Source: an optimization exercise on an open RTL-to-GDS flow (aim: small area and a short achievable clock period). Production flows keep margins and buffers that such runs may drop.
At most, simulation tests tie the RTL to the original design; equivalence was not proved.
Power is estimated from default activity; no workload was simulated.

rev 12:
==> flow/design.v (excerpt) <==
module fpm(
    input [32:1] a,
    input [32:1] b,
    input clk,
    input rst,
    input in_valid,
    output [32:1] c,
    output out_valid
    );
For scale: about 100 I/O pins.
==> flow/config.mk <==
export PLATFORM = sky130hd
export DESIGN_NAME = fpm
export DESIGN_NICKNAME = fpm
export VERILOG_FILES = /design/flow/design.v
export SDC_FILE = /design/flow/constraint.sdc
export NUM_CORES = 4
export LEC_CHECK = 0
export CAP_MARGIN = 50
export CORE_MARGIN = 2
export CORE_UTILIZATION = 60
export CTS_BUF_LIST = sky130_fd_sc_hd__clkbuf_8
export CTS_CLUSTER_DIAMETER = 50
export CTS_CLUSTER_SIZE = 18
export SETUP_SLACK_MARGIN = 2.35
export SLEW_MARGIN = 70
export SYNTH_HIERARCHICAL = 1
export SYNTH_MINIMUM_KEEP_SIZE = 0
export TNS_END_PERCENT = 0
==> flow/constraint.sdc <==
create_clock -name core_clock -period 5.0 [get_ports {clk}]
set_input_delay 1.0000 -clock core_clock [delete_from_list [all_inputs] [get_ports {clk}]]
set_output_delay 1.0000 -clock core_clock [all_outputs]
set_load 0.01 [all_outputs]
standard.sh (not shown) runs the stock make flow with config.mk's settings and CLKGATE_MAP_FILE= SYNTH_SCRIPT=/design/flow/synth_recipe.tcl, a recipe that flattens the netlist after the stock synthesis.
==> flow/flow/run.sh <==
#!/bin/bash
set -euo pipefail
export BUFFER_PORTS_ARGS="-buffer_cell sky130_fd_sc_hd__buf_2"
bash standard.sh > standard.log 2>&1
The following lists how rev 13 was set up differently from rev 12:
Settings: SETUP_SLACK_MARGIN now 2.7, was 2.35; PLACE_DENSITY now 0.75, previously not set.
Results
- Setup slack: rev 13 more than rev 12
- Period utilization in rev 13 is 1.7 points below rev 12.
- Between rev 13 and rev 12, the difference in sequential power is negligible.
- The run showing the greater met1 track demand over resource is rev 12.
No run of this note included a check of the RTL's function; only the layout flow was run.

---

TR:
Another version of the RTL of fpm (not shown whole).
Size: ~1700 cells after synthesis, ~100 I/O pins.
export LEC_CHECK = 0
export CAP_MARGIN = 50
export CORE_MARGIN = 2
export CORE_UTILIZATION = 60
export CTS_BUF_LIST = sky130_fd_sc_hd__clkbuf_8
export CTS_CLUSTER_DIAMETER = 50
export CTS_CLUSTER_SIZE = 18
export SETUP_SLACK_MARGIN = 2.4
export SLEW_MARGIN = 70
export SYNTH_HIERARCHICAL = 1
export SYNTH_MINIMUM_KEEP_SIZE = 0
export TNS_END_PERCENT = 15
create_clock -name core_clock -period 5.0 [get_ports {clk}]
Scripts as last shown in full above: flow/flow/run.sh
The following lists how MS was set up differently from TR:
# TR
export LEC_CHECK = 0
export CAP_MARGIN = 50
export CORE_MARGIN = 2
export CORE_UTILIZATION = 60
export CTS_BUF_LIST = sky130_fd_sc_hd__clkbuf_8
export CTS_CLUSTER_DIAMETER = 50
export CTS_CLUSTER_SIZE = 18
export SETUP_SLACK_MARGIN = 2.4
export SLEW_MARGIN = 70
export SYNTH_HIERARCHICAL = 1
export SYNTH_MINIMUM_KEEP_SIZE = 0
export TNS_END_PERCENT = 15
create_clock -name core_clock -period 5.0 [get_ports {clk}]
# MS
export LEC_CHECK = 0
export CAP_MARGIN = 50
export CORE_MARGIN = 2
export CORE_UTILIZATION = 60
export CTS_BUF_LIST = sky130_fd_sc_hd__clkbuf_8
export CTS_CLUSTER_DIAMETER = 50
export CTS_CLUSTER_SIZE = 18
export PLACE_DENSITY_LB_ADDON = 0.2
export SETUP_SLACK_MARGIN = 2.7
export SLEW_MARGIN = 70
export SYNTH_HIERARCHICAL = 1
export SYNTH_MINIMUM_KEEP_SIZE = 0
export TNS_END_PERCENT = 0
create_clock -name core_clock -period 5.0 [get_ports {clk}]
Findings:
Setup slack of the most critical reg-to-reg path: MS worse than TR
Wire: MS routes less than TR
When MS is measured against TR, its setup slack after layout turns out 0.15 ns lower.
Delta (MS minus TR): number of gates given a new drive strength after cts went down 103, maximum frequency from static timing analysis moved down, number of global-route vias before repair now sits higher.
Logic gate share of total power, TR and MS: smaller value in MS
Taking TR as the reference, in MS area of combinational cells with multiple inputs decreased 2.5%, number of nets in the layout decreased 60.

---

Starting RTL as in the previous note.
Settings: LEC_CHECK=0, CAP_MARGIN=20, CORE_MARGIN=2, CORE_UTILIZATION=60, CTS_BUF_LIST=sky130_fd_sc_hd__clkbuf_8, CTS_CLUSTER_DIAMETER=50, CTS_CLUSTER_SIZE=18, SETUP_SLACK_MARGIN=2.7, SLEW_MARGIN=30, SYNTH_HIERARCHICAL=1, SYNTH_MINIMUM_KEEP_SIZE=0, TNS_END_PERCENT=0; clock period 5.0 ns.
Scripts as last shown in full above: flow/flow/run.sh
Then changed:
CAP_MARGIN = 50   (was 20)
CTS_BUF_LIST = sky130_fd_sc_hd__clkbuf_8 sky130_fd_sc_hd__clkbuf_16   (was sky130_fd_sc_hd__clkbuf_8)
CTS_CLUSTER_DIAMETER = 60   (was 50)
CTS_CLUSTER_SIZE = 25   (was 18)
SLEW_MARGIN = 70   (was 30)
Result: Power rose by 2.8%. Sequential cell count is unchanged. Wire length fell by 2.8%. Via count fell by 1.1%. Clock skew fell by 0.010 ns. Worst setup slack improved by 0.026 ns.
Then changed:
CORE_UTILIZATION = 45   (was 60)
CTS_BUF_LIST = sky130_fd_sc_hd__clkbuf_8   (was sky130_fd_sc_hd__clkbuf_8 sky130_fd_sc_hd__clkbuf_16)
CTS_CLUSTER_DIAMETER = 50   (was 60)
CTS_CLUSTER_SIZE = 18   (was 25)
Outcome: Power falls by 2.1%. Critical path depth falls by 1. Routed wire length rises by about 4%. Non-clock buffer count falls by 8. Sequential power barely changes. Utilization falls by 18 points. Setup slack got worse by 0.033 ns. Area after synthesis stays the same. Global-route usage falls by 7.3 points. Clock skew rises by 0.010 ns.
Then changed:
CORE_UTILIZATION = 60   (was 45)
SETUP_SLACK_MARGIN = 2.25   (was 2.7)
=> Synthesized area does not change; register-to-register slack loses 0.05 ns; sequential cell count stays the same; power goes down by 1.3%; routed wire length goes down by 7.7%; clock power stays flat; critical path depth goes down by 1; worst hold slack loses 0.0074 ns.

---

fpm again, from the RTL that the note above started with.
clock: 5.0 ns
lec_check: 0
cap_margin: 50
core_margin: 2
core_utilization: 60
cts_buf_list: sky130_fd_sc_hd__clkbuf_8
cts_cluster_diameter: 50
cts_cluster_size: 18
setup_slack_margin: 2.7
slew_margin: 70
synth_hierarchical: 1
synth_minimum_keep_size: 0
tns_end_percent: 0
==> flow/flow/run.sh <==
#!/bin/bash
set -euo pipefail
export BUFFER_PORTS_ARGS="-buffer_cell sky130_fd_sc_hd__buf_2"
export CTS_ARGS="-sink_clustering_enable -repair_clock_nets -buf_list sky130_fd_sc_hd__clkbuf_8 -sink_clustering_size 18 -sink_clustering_max_diameter 50 -dont_use_dummy_load"
bash standard.sh > standard.log 2>&1
The baseline finished with timing, DRC and antenna clean.
Rerun with:
==> flow/flow/run.sh (replaced) <==
#!/bin/bash
set -euo pipefail
export BUFFER_PORTS_ARGS="-buffer_cell sky130_fd_sc_hd__buf_2"
bash standard.sh > standard.log 2>&1
SETUP_SLACK_MARGIN = 2.5   (was 2.7)
TNS_END_PERCENT = 40   (was 0)
After rerunning: Count of clock-buffer cells in the layout goes up by 4. Synthesized cell count is unchanged. Wire length climbs by 11%.
Rerun with:
CTS_BUF_LIST = not set   (was sky130_fd_sc_hd__clkbuf_8)
CTS_CLUSTER_DIAMETER = not set   (was 50)
CTS_CLUSTER_SIZE = not set   (was 18)
SETUP_SLACK_MARGIN = 2.7   (was 2.5)
TNS_END_PERCENT = 0   (was 40)
Outcome: Critical path depth is lower by 1. Power fell by about 0.9%. Worst setup slack improves by 0.037 ns. Via count came out lower by about 4.7%. Area after synthesis does not change. Cell count shrinks by 3.4%.
Rerun with:
CTS_BUF_LIST = sky130_fd_sc_hd__clkbuf_8   (was not set)
CTS_CLUSTER_DIAMETER = 50   (was not set)
CTS_CLUSTER_SIZE = 18   (was not set)
SETUP_SLACK_MARGIN = 2.4   (was 2.7)
Result: First-iteration DRC count fell by about 12%; global-route usage fell by 1.7 points; register-to-register slack gains 0.03 ns; count of clock-buffer cells in the layout fell by 4; cell area fell by about 4.5%.

---

Setup of north:
fpm again, from the RTL that the note above started with.
## fpm
module fpm(
    input [32:1] a,
    input [32:1] b,
    input clk,
    input rst,
    input in_valid,
    output [32:1] c,
    output out_valid
    );
==> flow/config.mk <==
export PLATFORM = sky130hd
export DESIGN_NAME = fpm
export DESIGN_NICKNAME = fpm
export VERILOG_FILES = /design/flow/design.v
export SDC_FILE = /design/flow/constraint.sdc
export NUM_CORES = 4
export LEC_CHECK = 0
export CAP_MARGIN = 50
export CORE_MARGIN = 2
export CORE_UTILIZATION = 60
export CTS_BUF_LIST = sky130_fd_sc_hd__clkbuf_16
export CTS_CLUSTER_DIAMETER = 80
export CTS_CLUSTER_SIZE = 40
export SETUP_SLACK_MARGIN = 2.7
export SLEW_MARGIN = 70
export SYNTH_HIERARCHICAL = 1
export SYNTH_MINIMUM_KEEP_SIZE = 0
export TNS_END_PERCENT = 0
==> flow/constraint.sdc <==
create_clock -name core_clock -period 5.0 [get_ports {clk}]
set_input_delay 1.0000 -clock core_clock [delete_from_list [all_inputs] [get_ports {clk}]]
set_output_delay 1.0000 -clock core_clock [all_outputs]
set_load 0.01 [all_outputs]
==> flow/flow/run.sh <==
#!/bin/bash
set -euo pipefail
export BUFFER_PORTS_ARGS="-buffer_cell sky130_fd_sc_hd__buf_2"
bash standard.sh > standard.log 2>&1
north completed every stage of the flow, and the final layout passed the timing, DRC and antenna checks.
Here is what was changed in the inputs of south compared with north.
diff --git a/flow/config.mk b/flow/config.mk
--- a/flow/config.mk
+++ b/flow/config.mk
@@ -11,3 +11,3 @@
-export CTS_BUF_LIST = sky130_fd_sc_hd__clkbuf_16
-export CTS_CLUSTER_DIAMETER = 80
-export CTS_CLUSTER_SIZE = 40
+export CTS_BUF_LIST = sky130_fd_sc_hd__clkbuf_8
+export CTS_CLUSTER_DIAMETER = 50
+export CTS_CLUSTER_SIZE = 18
Findings:
- Total area of multi-input combinational cells essentially unchanged between south and north.
- Taking north as the reference, in south power now sits higher; post-layout worst setup margin has increased.
The inputs of east differ from those of south as listed below.
diff --git a/flow/config.mk b/flow/config.mk
--- a/flow/config.mk
+++ b/flow/config.mk
@@ -11,4 +11 @@
-export CTS_BUF_LIST = sky130_fd_sc_hd__clkbuf_8
-export CTS_CLUSTER_DIAMETER = 50
-export CTS_CLUSTER_SIZE = 18
-export SETUP_SLACK_MARGIN = 2.7
+export SETUP_SLACK_MARGIN = 3.0
Notes after the runs:
- Between south and east, the flow reports final standard cell count with taps included and fillers excluded increasing by a few percent.
- Of the two candidates, south has the better peak ir drop on the vdd network and east the worse one.
- east — power per unit of standard cell area about 2.2% higher, south as reference
- Compared with south, east shows a higher wire length of the first global-routing pass.
- Comparing east and south, the higher area of all placed cells without fillers is on east.
- Global-route usage in east is 1.7 points above south.
- Against south as the reference, east delivers a lower sequential share of layout area.
- | amount of wire on met2 after detailed routing | lower: south |
Here is what was changed in the inputs of west compared with east.
diff --git a/flow/config.mk b/flow/config.mk
--- a/flow/config.mk
+++ b/flow/config.mk
@@ -11 +11,5 @@
-export SETUP_SLACK_MARGIN = 3.0
+export CTS_BUF_LIST = sky130_fd_sc_hd__clkbuf_8
+export CTS_CLUSTER_DIAMETER = 50
+export CTS_CLUSTER_SIZE = 18
+export GPL_ROUTABILITY_DRIVEN = 0
+export SETUP_SLACK_MARGIN = 2.7
## What came out
Number of non-clock buffers was higher in east than in west. Compared with east, final routed wirelength across all metal layers in west increased slightly. west has number of clock buffers in the layout above what east had. west vs east — DRC marker count from the first detailed-route iteration dropped 144. west vs. east: detailed-routed wire length on met2 went up 1.4%; total global routing track utilization has remained practically unchanged; via count +149; final worst-path cycle share rose 0.25 points.

==> what the ideal ports hide <==
In the flow no input, the clock included, has a driving cell. The finished layouts below were timed again as built, in two steps.
Step 1 sets driving cells, clkbuf_16 on the clock port and buf_2 on the other inputs (assumed; they add their load-dependent delay and slew).
Step 2 times the ports against the registers' clock, not the clock port: input delays grow and output delays shrink by t, the midpoint of the rising clock arrivals with the driver on.
Slacks: no drivers / after step 1 / after step 2; pairs: no drivers / after step 1.
| run | shift t [ns] | slack for setup (ns) | latest minus earliest clock arrival (ns) |
|---|---|---|---|
| rev 12 | 0.692 | 2.213 / 2.235 / 1.543 | 0.050 / 0.049 |
| rev 13 | 0.681 | 2.297 / 2.197 / 1.516 | 0.035 / 0.035 |
| TR | 0.688 | 2.254 / 2.169 / 1.482 | 0.022 / 0.021 |
| MS | 0.596 | 2.101 / 1.988 / 1.392 | 0.051 / 0.052 |
| the first run of note 3 | 0.625 | 2.173 / 2.114 / 1.490 | 0.031 / 0.031 |
| the second run of note 3 | 0.621 | 2.198 / 2.097 / 1.476 | 0.022 / 0.022 |
| the third run of note 3 | 0.659 | 2.165 / 2.096 / 1.438 | 0.029 / 0.029 |
| the fourth run of note 3 | 0.694 | 2.132 / 2.065 / 1.371 | 0.050 / 0.050 |
| the first run of note 4 | 0.656 | 2.189 / 2.137 / 1.481 | 0.072 / 0.072 |
| the second run of note 4 | 0.609 | 2.183 / 2.075 / 1.465 | 0.045 / 0.045 |
| the third run of note 4 | 0.647 | 2.220 / 2.143 / 1.496 | 0.018 / 0.018 |
| the fourth run of note 4 | 0.691 | 2.200 / 2.096 / 1.406 | 0.047 / 0.047 |
| north | 0.581 | 2.148 / 2.068 / 1.487 | 0.042 / 0.042 |
| south | 0.691 | 2.200 / 2.096 / 1.406 | 0.047 / 0.047 |
| east | 0.647 | 2.220 / 2.143 / 1.496 | 0.018 / 0.018 |
| west | 0.621 | 2.208 / 2.118 / 1.497 | 0.031 / 0.030 |
After both steps every run listed still meets setup and hold.
